This design comes from an exercise in tuning for small area on the open sky130 flow, not from production work.
In this exercise RTL edits were held to simulation tests only and were not proved equivalent to the original.
The clock port is modelled as an ideal driver; clocking choices that lean on that would not hold on a real chip.

==> run G <==
Design fir_filter, start of the top module:
module fir_filter(
    input              clk,
    input              n_rst,
    input  signed [7:0] din,
    output reg signed [7:0] dout
);
==> flow/config.mk <==
export PLATFORM = sky130hd
export DESIGN_NAME = fir_filter
export DESIGN_NICKNAME = fir_filter
export VERILOG_FILES = /design/flow/design.v
export SDC_FILE = /design/flow/constraint.sdc
export NUM_CORES = 4
export LEC_CHECK = 0
export CAP_MARGIN = 20
export CORE_MARGIN = 2
export CORE_UTILIZATION = 70
export SLEW_MARGIN = 20
==> flow/constraint.sdc <==
create_clock -name core_clock -period 6.0 [get_ports {clk}]
set_input_delay 1.2000 -clock core_clock [delete_from_list [all_inputs] [get_ports {clk}]]
set_output_delay 1.2000 -clock core_clock [all_outputs]
set_load 0.01 [all_outputs]
standard.sh (not shown) runs the stock make flow with config.mk's settings and CLKGATE_MAP_FILE= SYNTH_SCRIPT=/design/flow/synth_recipe.tcl, a recipe that flattens the netlist after the stock synthesis.
==> flow/flow/run.sh <==
#!/bin/bash
# Own layout flow: the standard synthesis (unchanged) fixes the registers;
# its combinational logic is then replaced by the equivalent hand-built
# full-adder netlist from gen4.py, and the standard ORFS flow lays it out.
set -uo pipefail
HERE=$(pwd)
RES=$HERE/orfs/results/$FLOW_PLATFORM/fir_filter/base
bash standard.sh synth > synth_std.log 2>&1 || { echo "standard synthesis failed"; exit 1; }
cp $RES/1_2_yosys.v std_synth.v
python3 flow/gen4.py flow/spec.json gen_rtl.v own_net.v > gen.log 2>&1
if python3 flow/inject.py std_synth.v own_net.v injected.v > inject.log 2>&1; then
  cp injected.v $RES/1_2_yosys.v
  rm -f $RES/1_synth.odb $RES/1_synth.sdc
  bash standard.sh synth > synth_odb.log 2>&1 || { echo "odb from injected netlist failed"; exit 1; }
else
  echo "register mismatch, keeping the standard netlist" | tee -a inject.log
fi
# clock tree: no dummy balancing loads, small clock buffers
export CTS_ARGS="-sink_clustering_enable -repair_clock_nets -dont_use_dummy_load -root_buf sky130_fd_sc_hd__clkbuf_8 -buf_list sky130_fd_sc_hd__clkbuf_4"
# port buffers: the smallest buffer cell
export BUFFER_PORTS_ARGS="-buffer_cell sky130_fd_sc_hd__buf_1"
export POST_CTS_TCL=$HERE/flow/post_cts.tcl
bash standard.sh > layout.log 2>&1
Other scripts of this flow, unchanged in this note and not shown: flow/flow/gen4.py, flow/flow/inject.py, flow/flow/post_cts.tcl, flow/flow/spec.json
==> run Y (differences from run G) <==
--- a/flow/config.mk
+++ b/flow/config.mk
@@ -10,2 +10,3 @@
 export CORE_UTILIZATION = 70
+export GPL_TIMING_DRIVEN = 0
 export SLEW_MARGIN = 20
==> notes.md <==
CP Cell Sequence=ha_1 > fa_2 > fa_1 > fa_2 > inv_1 > fa_1 > fa_1 > fa_1 > fa_1 > fa_2 > fa_2 > fa_1 > fa_1 > fa_1; status=no timing/DRC/antenna violations; clock-pin slew on the worst setup and hold paths=90 ps; final setup margin=145 ps; Avg WL per Cell=19.7 um; multi-input combinational area share=0.436; pre-CTS worst setup slack=-41.5 ps; fin crit period=5860 ps
[end of results for run Y]
==> notes.md <==
clock-pin slew on the worst setup and hold paths=100 ps; final setup margin=167 ps; status=no timing/DRC/antenna violations; CP Cell Sequence=or2_1 > fa_2 > fa_2 > fa_2 > fa_1 > fa_1 > fa_1 > fa_1 > fa_1 > fa_1 > fa_1 > fa_1; pre-CTS worst setup slack=56.2 ps; Iter 0 DRT Violations=63; share of layout cells above drive strength 1=0.120; Avg WL per Cell=19.7 um; multi-input combinational area share=0.437; fin crit period=5830 ps
[end of results for run G]

========
==> inputs of job 9692 <==
Another version of the RTL of fir_filter (not shown whole).
## fir_filter
module fir_filter(
    input              clk,
    input              n_rst,
    input  signed [7:0] din,
    output reg signed [7:0] dout
);
clock: 6.0 ns
lec_check: 0
cap_margin: 20
core_margin: 2
core_utilization: 70
slew_margin: 20
==> flow/flow/post_cts.tcl <==
# After CTS: clock buffers (clkbuf_4) that drive many flip-flops are
# upsized to clkbuf_8 so that every flip-flop clock pin keeps a clean slew.
set upsized 0
foreach inst [get_cells -filter "ref_name == sky130_fd_sc_hd__clkbuf_4"] {
  set out [get_pins -of_objects $inst -filter "direction == output"]
  set net [get_nets -of_objects $out]
  if { $net == "" } { continue }
  set sinks [llength [get_pins -of_objects $net -filter "direction == input"]]
  if { $sinks >= 10 } {
    replace_cell $inst sky130_fd_sc_hd__clkbuf_8
    incr upsized
  }
}
puts "post_cts: upsized $upsized clock buffers"
if { $upsized > 0 } {
  detailed_placement
  check_placement -verbose
  estimate_parasitics -placement
}
Scripts as last shown in full above: flow/flow/run.sh
Other scripts of this flow, unchanged in this note and not shown: flow/flow/gen4.py, flow/flow/inject.py, flow/flow/spec.json
==> inputs of job 6131, as changes to job 9692 <==
--- a/flow/flow/post_cts.tcl
+++ b/flow/flow/post_cts.tcl
@@ -8,3 +8,3 @@
   set sinks [llength [get_pins -of_objects $net -filter "direction == input"]]
-  if { $sinks >= 10 } {
+  if { $sinks >= 11 } {
     replace_cell $inst sky130_fd_sc_hd__clkbuf_8
==> summary of the runs <==
Of job 9692 and job 6131, job 6131 has the higher sequential share of layout area (gap 0.084 points). Of job 6131 and job 9692, job 6131 has the higher clock skew (gap 0.014 ns). Against job 9692, the first-iteration DRC count of job 6131 is larger by about 3.4%. Synthesized cell count is the same in job 6131 and job 9692. Global-route usage: job 9692 is higher than job 6131 (0.11 points). Critical path depth is the same in job 9692 and job 6131. Die area is the same in job 9692 and job 6131.

========
==> build 76 <==
fir_filter again, from the RTL that the note above started with.
==> flow/config.mk <==
export PLATFORM = sky130hd
export DESIGN_NAME = fir_filter
export DESIGN_NICKNAME = fir_filter
export VERILOG_FILES = /design/flow/design.v
export SDC_FILE = /design/flow/constraint.sdc
export NUM_CORES = 4
export LEC_CHECK = 0
export CAP_MARGIN = 20
export CORE_MARGIN = 2
export CORE_UTILIZATION = 70
export SLEW_MARGIN = 20
==> flow/constraint.sdc <==
create_clock -name core_clock -period 6.0 [get_ports {clk}]
set_input_delay 1.2000 -clock core_clock [delete_from_list [all_inputs] [get_ports {clk}]]
set_output_delay 1.2000 -clock core_clock [all_outputs]
set_load 0.01 [all_outputs]
==> flow/flow/run.sh <==
#!/bin/bash
# Own layout flow: the standard synthesis (unchanged) fixes the registers;
# its combinational logic is then replaced by the equivalent hand-built
# full-adder netlist from gen4.py, and the standard ORFS flow lays it out.
set -uo pipefail
HERE=$(pwd)
RES=$HERE/orfs/results/$FLOW_PLATFORM/fir_filter/base
bash standard.sh synth > synth_std.log 2>&1 || { echo "standard synthesis failed"; exit 1; }
cp $RES/1_2_yosys.v std_synth.v
python3 flow/gen4.py flow/spec.json gen_rtl.v own_net.v > gen.log 2>&1
if python3 flow/inject.py std_synth.v own_net.v injected.v > inject.log 2>&1; then
  cp injected.v $RES/1_2_yosys.v
  rm -f $RES/1_synth.odb $RES/1_synth.sdc
  bash standard.sh synth > synth_odb.log 2>&1 || { echo "odb from injected netlist failed"; exit 1; }
else
  echo "register mismatch, keeping the standard netlist" | tee -a inject.log
fi
# clock tree: no dummy balancing loads, small clock buffers
export CTS_ARGS="-sink_clustering_enable -repair_clock_nets -dont_use_dummy_load -root_buf sky130_fd_sc_hd__clkbuf_8 -buf_list sky130_fd_sc_hd__clkbuf_4"
export POST_CTS_TCL=$HERE/flow/post_cts.tcl
bash standard.sh > layout.log 2>&1
==> flow/flow/post_cts.tcl <==
# After CTS: clock buffers (clkbuf_4) that drive many flip-flops are
# upsized to clkbuf_8 so that every flip-flop clock pin keeps a clean slew.
set upsized 0
foreach inst [get_cells -filter "ref_name == sky130_fd_sc_hd__clkbuf_4"] {
  set out [get_pins -of_objects $inst -filter "direction == output"]
  set net [get_nets -of_objects $out]
  if { $net == "" } { continue }
  set sinks [llength [get_pins -of_objects $net -filter "direction == input"]]
  if { $sinks >= 10 } {
    replace_cell $inst sky130_fd_sc_hd__clkbuf_8
    incr upsized
  }
}
puts "post_cts: upsized $upsized clock buffers"
if { $upsized > 0 } {
  detailed_placement
  check_placement -verbose
  estimate_parasitics -placement
}
Other scripts of this flow, unchanged in this note and not shown: flow/flow/gen4.py, flow/flow/inject.py, flow/flow/spec.json
==> build 80 (differences from build 76) <==
--- a/flow/flow/post_cts.tcl
+++ b/flow/flow/post_cts.tcl
@@ -7,5 +7,5 @@
   if { $net == "" } { continue }
   set sinks [llength [get_pins -of_objects $net -filter "direction == input"]]
-  if { $sinks >= 10 } {
+  if { $sinks >= 11 } {
     replace_cell $inst sky130_fd_sc_hd__clkbuf_8
     incr upsized
==> run_results.csv <==
group,metric,value,unit
finish,filler_cell_count,532,
route,post_drt_wl_per_cell,20.26,um
timing,fin_crit_sh,0.9698,
status,outcome,"finished clean",
critical_path,cp.required,6.26,ns
critical_path,arrival_worst_endpoint,6.08,ns
finish,post_route_cell_area,7232,um^2
global_route,grt_use_met2,0.3553,
timing,whs,0.3531,ns
hold_path,hp-start,"d0[0]",
That was build 80.
==> run_results.csv <==
group,metric,value,unit
hold_path,hp-start,"d3[5]",
finish,post_route_cell_area,7244,um^2
finish,filler_cell_count,525,
status,outcome,"finished clean",
critical_path,arrival_worst_endpoint,6.09,ns
route,post_drt_wl_per_cell,20.37,um
That was build 76.

## afterwards: timing with drivers on the ports
In the flow no input, the clock included, has a driving cell. The finished layouts below were timed again as built, in two steps. Step 1 sets driving cells, clkbuf_16 on the clock port and buf_2 on the other inputs (assumed; they add their load-dependent delay and slew). Step 2 adds t to the input delays and takes it off the output delays; t is the mean of the earliest and latest rising clock arrival at the registers after step 1. Input paths then give back, and output paths get back, about the clock's delay inside the block. a / b / c = no drivers / after step 1 / after step 2; a / b = the first two.
run	shift t [ns]	slack for setup (ns)	worst setup path after step 2	latest minus earliest clock arrival (ns)	pins driven straight from the clock port
run G	0.439	0.167 / 0.167 / 0.167	register to register	0.033 / 0.034	1
run Y	0.424	0.145 / 0.145 / 0.145	register to register	0.031 / 0.032	1
job 9692	0.436	0.214 / 0.214 / 0.214	register to register	0.026 / 0.027	1
job 6131	0.433	0.209 / 0.209 / 0.209	register to register	0.039 / 0.040	1
build 76	0.434	0.180 / 0.180 / 0.180	register to register	0.034 / 0.035	1
build 80	0.429	0.181 / 0.181 / 0.181	register to register	0.032 / 0.032	1
After both steps setup and hold are still met in every run listed.
